Context: an optimization exercise on an open-source flow, tuned for small area, a short achievable clock period and few clock cycles. The choices shown serve that exercise and are no tape-out recipe.
RTL that was checked went through simulation tests only; none was proved equivalent to the original.
Power and IR drop assume default switching activity.

==> inputs of run a <==
## RISC_V_Base_data_path
module RISC_V_Base_data_path(
    input  logic        cpu_clk,
    input  logic        reset,
    output logic [31:0] imem_addr,
    input  logic [31:0] imem_rdata,
    output logic [31:0] dmem_addr,
    output logic [31:0] dmem_wdata,
    output logic [3:0]  dmem_wmask,
    input  logic [31:0] dmem_rdata
);
    logic [31:2] pc;                        
    logic [31:0] ir;                        
    logic        d_valid;
    logic [31:0] ex_a, ex_b, ex_c;          
    logic [2:0]  ex_f3;                     
    logic [2:0]  ex_op;                     
    logic        ex_alt;                    
    logic        ex_cmp;                    
    logic        ex_link;                   
    logic        ex_pred;                   
    logic [4:0]  ex_rd;
    logic        ex_we, ex_ld, ex_st, ex_br, ex_jalr;    
    logic [31:0] mw_x;                      
    logic [31:0] mw_wdata;
    logic [3:0]  mw_wmask;
    logic [4:0]  mw_rd;
    logic        mw_we, mw_ld;
    logic [2:0]  mw_f3;
    logic [31:0] w_data;                    
    logic [1:0]  w_lo;
    logic [4:0]  w_rd;
    logic        w_we, w_ld;
    logic [2:0]  w_f3;
    logic [31:0] rf [1:31];
    assign imem_addr = {pc, 2'b00};
    logic [4:0] opc, rs1, rs2, rd;
    logic [2:0] f3;
    assign opc = ir[6:2];
    assign rs1 = ir[19:15];
    assign rs2 = ir[24:20];
    assign rd  = ir[11:7];
    assign f3  = ir[14:12];
    logic d_load, d_opimm, d_auipc, d_store, d_op, d_lui, d_br, d_jalr, d_jal;
    assign d_br    =  opc[4] & ~opc[0];
    assign d_jalr  =  opc[4] &  opc[0] & ~opc[1];
    assign d_jal   =  opc[4] &  opc[1];
    assign d_load  = ~opc[4] & ~opc[3] & ~opc[2];
    assign d_store = ~opc[4] &  opc[3] & ~opc[2];
    assign d_opimm = ~opc[4] & ~opc[3] &  opc[2] & ~opc[0];
    assign d_auipc = ~opc[4] & ~opc[3] &  opc[2] &  opc[0];
    assign d_op    = ~opc[4] &  opc[3] &  opc[2] & ~opc[0];
    assign d_lui   = ~opc[4] &  opc[3] &  opc[2] &  opc[0];
    logic use1, use2, wr;
    assign use1 = ~(d_lui | d_auipc | d_jal);
    assign use2 = d_op | d_br | d_store;
    assign wr   = ~(d_br | d_store) & (rd != 5'd0);
    logic [31:0] imm_i, imm_s, imm_u4;
    logic [31:2] imm_bj, off_bj;
    assign imm_i  = {{20{ir[31]}}, ir[31:20]};
  ...
export LEC_CHECK = 0
export CAP_MARGIN = 20
export CORE_MARGIN = 2
export CORE_UTILIZATION = 55
export SLEW_MARGIN = 20
create_clock -name core_clock -period 16.0 [get_ports {cpu_clk}]
standard.sh (not shown) runs the stock make flow with config.mk's settings and CLKGATE_MAP_FILE= SYNTH_SCRIPT=/design/flow/synth_recipe.tcl, a recipe that flattens the netlist after the stock synthesis.
==> flow/flow/run.sh <==
#!/bin/bash
cp standard.sh standard_sh_copy.log
export SETUP_SLACK_MARGIN=11
bash standard.sh > standard.log 2>&1
==> run b: changes against run a <==
==> flow/design.v (replaced) <==
`timescale 1ns / 1ps
module RISC_V_Base_data_path(
    input  logic        cpu_clk,
    input  logic        reset,
    output logic [31:0] imem_addr,
    input  logic [31:0] imem_rdata,
    output logic [31:0] dmem_addr,
    output logic [31:0] dmem_wdata,
    output logic [3:0]  dmem_wmask,
    input  logic [31:0] dmem_rdata
);
    logic [31:2] pc;                        
    logic [31:0] ex_a, ex_b, ex_c;          
    logic        ex_fa, ex_fb, ex_fc;       
    logic [2:0]  ex_f3;                     
    logic [2:0]  ex_op;                     
    logic        ex_alt;                    
    logic        ex_cmp;                    
    logic        ex_link;                   
    logic        ex_pred;                   
    logic [4:0]  ex_rd;
    logic        ex_we, ex_ld, ex_st, ex_br, ex_jalr;    
    logic [31:0] mw_x;                      
    logic [31:0] mw_wdata;
    logic [3:0]  mw_wmask;
    logic [4:0]  mw_rd;
    logic        mw_we, mw_ld;
    logic [2:0]  mw_f3;
    logic [31:0] rf [1:31];
    logic [31:0] ins;
    assign ins       = imem_rdata;
    assign imem_addr = {pc, 2'b00};
    logic [4:0] opc, rs1, rs2, rd;
    logic [2:0] f3;
    assign opc = ins[6:2];
    assign rs1 = ins[19:15];
    assign rs2 = ins[24:20];
    assign rd  = ins[11:7];
    assign f3  = ins[14:12];
    logic d_load, d_opimm, d_auipc, d_store, d_op, d_lui, d_br, d_jalr, d_jal;
    assign d_br    =  opc[4] & ~opc[0];
    assign d_jalr  =  opc[4] &  opc[0] & ~opc[1];
    assign d_jal   =  opc[4] &  opc[1];
    assign d_load  = ~opc[4] & ~opc[3] & ~opc[2];
    assign d_store = ~opc[4] &  opc[3] & ~opc[2];
    assign d_opimm = ~opc[4] & ~opc[3] &  opc[2] & ~opc[0];
    assign d_auipc = ~opc[4] & ~opc[3] &  opc[2] &  opc[0];
    assign d_op    = ~opc[4] &  opc[3] &  opc[2] & ~opc[0];
    assign d_lui   = ~opc[4] &  opc[3] &  opc[2] &  opc[0];
    logic use1, use2, wr;
    assign use1 = ~(d_lui | d_auipc | d_jal);
    assign use2 = d_op | d_br | d_store;
    assign wr   = ~(d_br | d_store) & (rd != 5'd0);
    logic [31:0] imm_i, imm_s, imm_u;
    logic [31:2] imm_bj;
    assign imm_i  = {{20{ins[31]}}, ins[31:20]};
    assign imm_s  = {{20{ins[31]}}, ins[31:25], ins[11:7]};
    assign imm_u  = {ins[31:12], 12'b0};
    assign imm_bj = d_jal ? {{12{ins[31]}}, ins[19:12], ins[20], ins[30:22]}
                          : {{20{ins[31]}}, ins[7], ins[30:25], ins[11:9]};
    logic [31:2] pc4, target;
    assign pc4    = pc + 30'd1;
    assign target = pc + imm_bj;
    logic pred;                             
    assign pred = d_jal | (d_br & ins[31]);
    logic [31:0] wb;
    logic [31:0] r1, r2, v1, v2;
    assign r1 = (rs1 == 5'd0) ? 32'b0 : rf[rs1];
    assign r2 = (rs2 == 5'd0) ? 32'b0 : rf[rs2];
    assign v1 = (mw_we && rs1 == mw_rd) ? wb : r1;
    assign v2 = (mw_we && rs2 == mw_rd) ? wb : r2;
    logic stall, redirect, bubble;
    logic [31:2] redirect_pc;
    assign stall  = ex_ld && ((use1 && rs1 == ex_rd) || (use2 && rs2 == ex_rd));
    assign bubble = stall | redirect;
    always_ff @(posedge cpu_clk or posedge reset) begin
        if (reset)
            pc <= 30'h20000000;
        else if (redirect)
            pc <= redirect_pc;
        else if (!stall)
            pc <= pred ? target : pc4;
    end
    always_ff @(posedge cpu_clk or posedge reset) begin
        if (reset) begin
            ex_we <= 1'b0; ex_ld <= 1'b0; ex_st <= 1'b0; ex_br <= 1'b0; ex_jalr <= 1'b0;
        end else begin
            ex_we   <= ~bubble & wr;
            ex_ld   <= ~bubble & d_load & wr;
            ex_st   <= ~bubble & d_store;
            ex_br   <= ~bubble & d_br;
            ex_jalr <= ~bubble & d_jalr;
        end
    end
    always_ff @(posedge cpu_clk) begin
        ex_a    <= d_lui ? 32'b0 : d_auipc ? {pc, 2'b00} : v1;
        ex_b    <= (d_op | d_br) ? v2 : d_store ? imm_s : (d_lui | d_auipc) ? imm_u : imm_i;
        ex_c    <= d_store ? v2 : {((d_br & ~pred) ? target : pc4), 2'b00};
        ex_fa   <= use1 & ex_we & (rs1 == ex_rd);
        ex_fb   <= (d_op | d_br) & ex_we & (rs2 == ex_rd);
        ex_fc   <= d_store & ex_we & (rs2 == ex_rd);
        ex_f3   <= f3;
        ex_op   <= (d_op | d_opimm) ? f3 : 3'b000;
        ex_alt  <= ins[30] & (d_op | (d_opimm & f3 == 3'b101));
        ex_cmp  <= d_br | ((d_op | d_opimm) & f3[2:1] == 2'b01) | (d_op & f3 == 3'b000 & ins[30]);
        ex_link <= d_jal | d_jalr;
        ex_pred <= pred;
        ex_rd   <= rd;
    end
    logic [31:0] a, b, c;
    assign a = ex_fa ? mw_x : ex_a;
    assign b = ex_fb ? mw_x : ex_b;
    assign c = ex_fc ? mw_x : ex_c;
    logic [32:0] sum;
    assign sum = {1'b0, a} + {1'b0, ex_cmp ? ~b : b} + {32'b0, ex_cmp};
    logic ltu, lt, eq;
    assign ltu = ~sum[32];
    assign lt  = (a[31] ^ b[31]) ? a[31] : sum[31];
    assign eq  = (a == b);
    logic        shl;
    logic [31:0] sh_in, sh_out, sh_rev;
    logic [32:0] sh_ext;
    assign shl = ~ex_op[2];
    always_comb begin
        for (int i = 0; i < 32; i++) sh_rev[i] = a[31 - i];
    end
    assign sh_in  = shl ? sh_rev : a;
    assign sh_ext = {ex_alt & a[31], sh_in};
    logic [31:0] sh_r;
    assign sh_r = 32'($signed(sh_ext) >>> b[4:0]);
    always_comb begin
        for (int i = 0; i < 32; i++) sh_out[i] = shl ? sh_r[31 - i] : sh_r[i];
    end
    logic [31:0] alu;
    always_comb begin
        case (ex_op)
            3'b000: alu = sum[31:0];
            3'b001: alu = sh_out;
            3'b010: alu = {31'b0, lt};
            3'b011: alu = {31'b0, ltu};
            3'b100: alu = a ^ b;
            3'b101: alu = sh_out;
            3'b110: alu = a | b;
            default: alu = a & b;
        endcase
    end
    logic taken;
    always_comb begin
        case (ex_f3[2:1])
            2'b00:   taken = eq;
            2'b10:   taken = lt;
            default: taken = ltu;
        endcase
        taken = taken ^ ex_f3[0];
    end
    assign redirect    = ex_jalr | (ex_br & (taken ^ ex_pred));
    assign redirect_pc = ex_jalr ? sum[31:2] : c[31:2];
    always_ff @(posedge cpu_clk or posedge reset) begin
        if (reset) begin
            mw_we    <= 1'b0;
            mw_wmask <= 4'b0;
        end else begin
            mw_we    <= ex_we;
            mw_wmask <= ~ex_st ? 4'b0000 :
                        ex_f3[1] ? 4'b1111 :
                        ex_f3[0] ? (sum[1] ? 4'b1100 : 4'b0011) :
                        (4'b0001 << sum[1:0]);
        end
    end
    always_ff @(posedge cpu_clk) begin
        mw_x     <= ex_link ? c : alu;
        mw_wdata <= ex_f3[1] ? c : ex_f3[0] ? {2{c[15:0]}} : {4{c[7:0]}};
        mw_rd    <= ex_rd;
        mw_ld    <= ex_ld;
        mw_f3    <= ex_f3;
    end
    assign dmem_addr  = mw_x;
    assign dmem_wdata = mw_wdata;
    assign dmem_wmask = mw_wmask;
    logic [7:0]  lbyte;
    logic [15:0] lhalf;
    logic [31:0] ldv;
    always_comb begin
        case (mw_x[1:0])
            2'b00:   lbyte = dmem_rdata[7:0];
            2'b01:   lbyte = dmem_rdata[15:8];
            2'b10:   lbyte = dmem_rdata[23:16];
            default: lbyte = dmem_rdata[31:24];
        endcase
        lhalf = mw_x[1] ? dmem_rdata[31:16] : dmem_rdata[15:0];
        case (mw_f3[1:0])
            2'b00:   ldv = {{24{lbyte[7] & ~mw_f3[2]}}, lbyte};
            2'b01:   ldv = {{16{lhalf[15] & ~mw_f3[2]}}, lhalf};
            default: ldv = dmem_rdata;
        endcase
    end
    assign wb = mw_ld ? ldv : mw_x;
    always_ff @(posedge cpu_clk) begin
        if (mw_we) rf[mw_rd] <= wb;
    end
endmodule
==> flow/run.sh (new file) <==
#!/bin/bash
# synth_recipe.tcl (not shown) runs the flow's synth.tcl, then flattens the netlist and writes it again
# the make line also repeats each setting of config.mk as NAME=value (left out here)
make -C /OpenROAD-flow-scripts/flow DESIGN_CONFIG=/design/flow/config.mk WORK_HOME=/design/flow/orfs CLKGATE_MAP_FILE= SYNTH_SCRIPT=/design/flow/synth_recipe.tcl finish
CORE_UTILIZATION = 40   (was 55)
removed: flow/flow/run.sh
removed: flow/standard.sh
==> run c: changes against run a <==
--- a/flow/design.v
+++ b/flow/design.v
@@ -7,12 +7,13 @@
     output logic [31:0] dmem_addr,
     output logic [31:0] dmem_wdata,
     output logic [3:0]  dmem_wmask,
     input  logic [31:0] dmem_rdata
 );
     logic [31:2] pc;                        
+    logic [31:2] pc_n;                      
     logic [31:0] ir;                        
     logic        d_valid;
     logic [31:0] ex_a, ex_b, ex_c;          
     logic [2:0]  ex_f3;                     
     logic [2:0]  ex_op;                     
     logic        ex_alt;                    
@@ -30,13 +31,13 @@
     logic [31:0] w_data;                    
     logic [1:0]  w_lo;
     logic [4:0]  w_rd;
     logic        w_we, w_ld;
     logic [2:0]  w_f3;
     logic [31:0] rf [1:31];
-    assign imem_addr = {pc, 2'b00};
+    assign imem_addr = {~pc_n, 2'b00};
     logic [4:0] opc, rs1, rs2, rd;
     logic [2:0] f3;
     assign opc = ir[6:2];
     assign rs1 = ir[19:15];
     assign rs2 = ir[24:20];
     assign rd  = ir[11:7];
@@ -64,13 +65,15 @@
                           : {{20{ir[31]}}, ir[7], ir[30:25], ir[11:9]};
     assign off_bj = imm_bj - 30'd1;
     logic [31:2] pc4, target;
     assign pc4    = pc + 30'd1;
     assign target = pc + off_bj;
     logic pred;                             
-    assign pred = d_valid & (d_jal | (d_br & ir[31]));
+    logic same;                             
+    assign same = rs1 == rs2;
+    assign pred = d_valid & (d_jal | (d_br & (same ? ~(f3[2] ^ f3[0]) : ir[31])));
     logic [31:0] wb;
     logic [31:0] r1, r2, v1, v2;
     always_comb begin
         r1 = 32'b0;
         r2 = 32'b0;
         for (int i = 1; i < 32; i++) begin
@@ -86,22 +89,24 @@
     assign fc = d_store & ex_we & (rs2 == ex_rd);
     logic stall, redirect, bubble;
     logic [31:2] redirect_pc;
     assign stall  = d_valid && ((ex_ld && ((use1 && rs1 == ex_rd) || (use2 && rs2 == ex_rd))) ||
                                 (mw_ld && ((use1 && rs1 == mw_rd) || (use2 && rs2 == mw_rd))));
     assign bubble = ~d_valid | stall | redirect;
+    logic [31:2] pc_next;
+    assign pc_next = redirect ? redirect_pc : stall ? pc : pred ? target : pc4;
     always_ff @(posedge cpu_clk or posedge reset) begin
         if (reset) begin
             pc      <= 30'h20000000;
+            pc_n    <= ~30'h20000000;
             d_valid <= 1'b0;
-        end else if (redirect) begin
-            pc      <= redirect_pc;
-            d_valid <= 1'b0;
-        end else if (!stall) begin
-            pc      <= pred ? target : pc4;
-            d_valid <= ~pred;
+        end else begin
+            pc      <= pc_next;
+            pc_n    <= ~pc_next;
+            if (redirect)    d_valid <= 1'b0;
+            else if (!stall) d_valid <= ~pred;
         end
     end
     always_ff @(posedge cpu_clk) begin
         if (!stall) ir <= imem_rdata;
     end
     always_ff @(posedge cpu_clk or posedge reset) begin
==> flow/flow/run.sh (replaced) <==
#!/bin/bash
# The standard layout, with timing repair aiming for setup slack well
# above zero (the constraints are unchanged), so that the achieved period
# shrinks. The full output of the flow goes to standard.log.
export SETUP_SLACK_MARGIN=11.5
bash standard.sh > standard.log 2>&1
CORE_UTILIZATION = 40   (was 55)
==> summary of the runs <==
- Run c finished clean. Run b ran to the end with no violations. Run a went through all stages and came out clean.
- Register-to-register slack, highest first: run c, run a, run b.
- Worst setup slack: run c > run a > run b.
- Global-route usage, lowest first: run b, run c, run a.
- Flip-flop and latch count: run b is lower than run a (72).
- Sequential share of layout area: run c is higher than run b (0.84 points).
- Power: run c is larger than run a (8.0%).
Testbench counts of run c, summed over its fixed seeds: cycles 361,065.
For run a and run b, only the layout was checked, not whether the RTL still works.

==> what the ideal ports hide <==
Ports are ideal in the flow. The routed layouts listed here were re-timed in OpenROAD.
Step 1, drivers: a clkbuf_16 drives cpu_clk and a buf_2 each remaining input, both assumed.
Step 2 also shifts input and output timing later by t, the mid clock arrival at the registers, as if the neighbouring blocks saw the same clock.
Three values: ideal ports, drivers, drivers and shift; two values: the first two.
| run | t (ns) | setup slack, ns | worst setup path at the end |
|---|---|---|---|
| run a | 0.871 | 10.780 / 10.780 / 10.780 | register to register |
| run b | 0.866 | 8.524 / 8.585 / 7.719 | input to register |
| run c | 0.907 | 11.127 / 11.127 / 11.127 | register to register |
After both steps every run listed still meets setup and hold. For run b, which loses most, drivers alone change the setup slack by +0.061 ns; drivers and shift together by -0.805 ns.
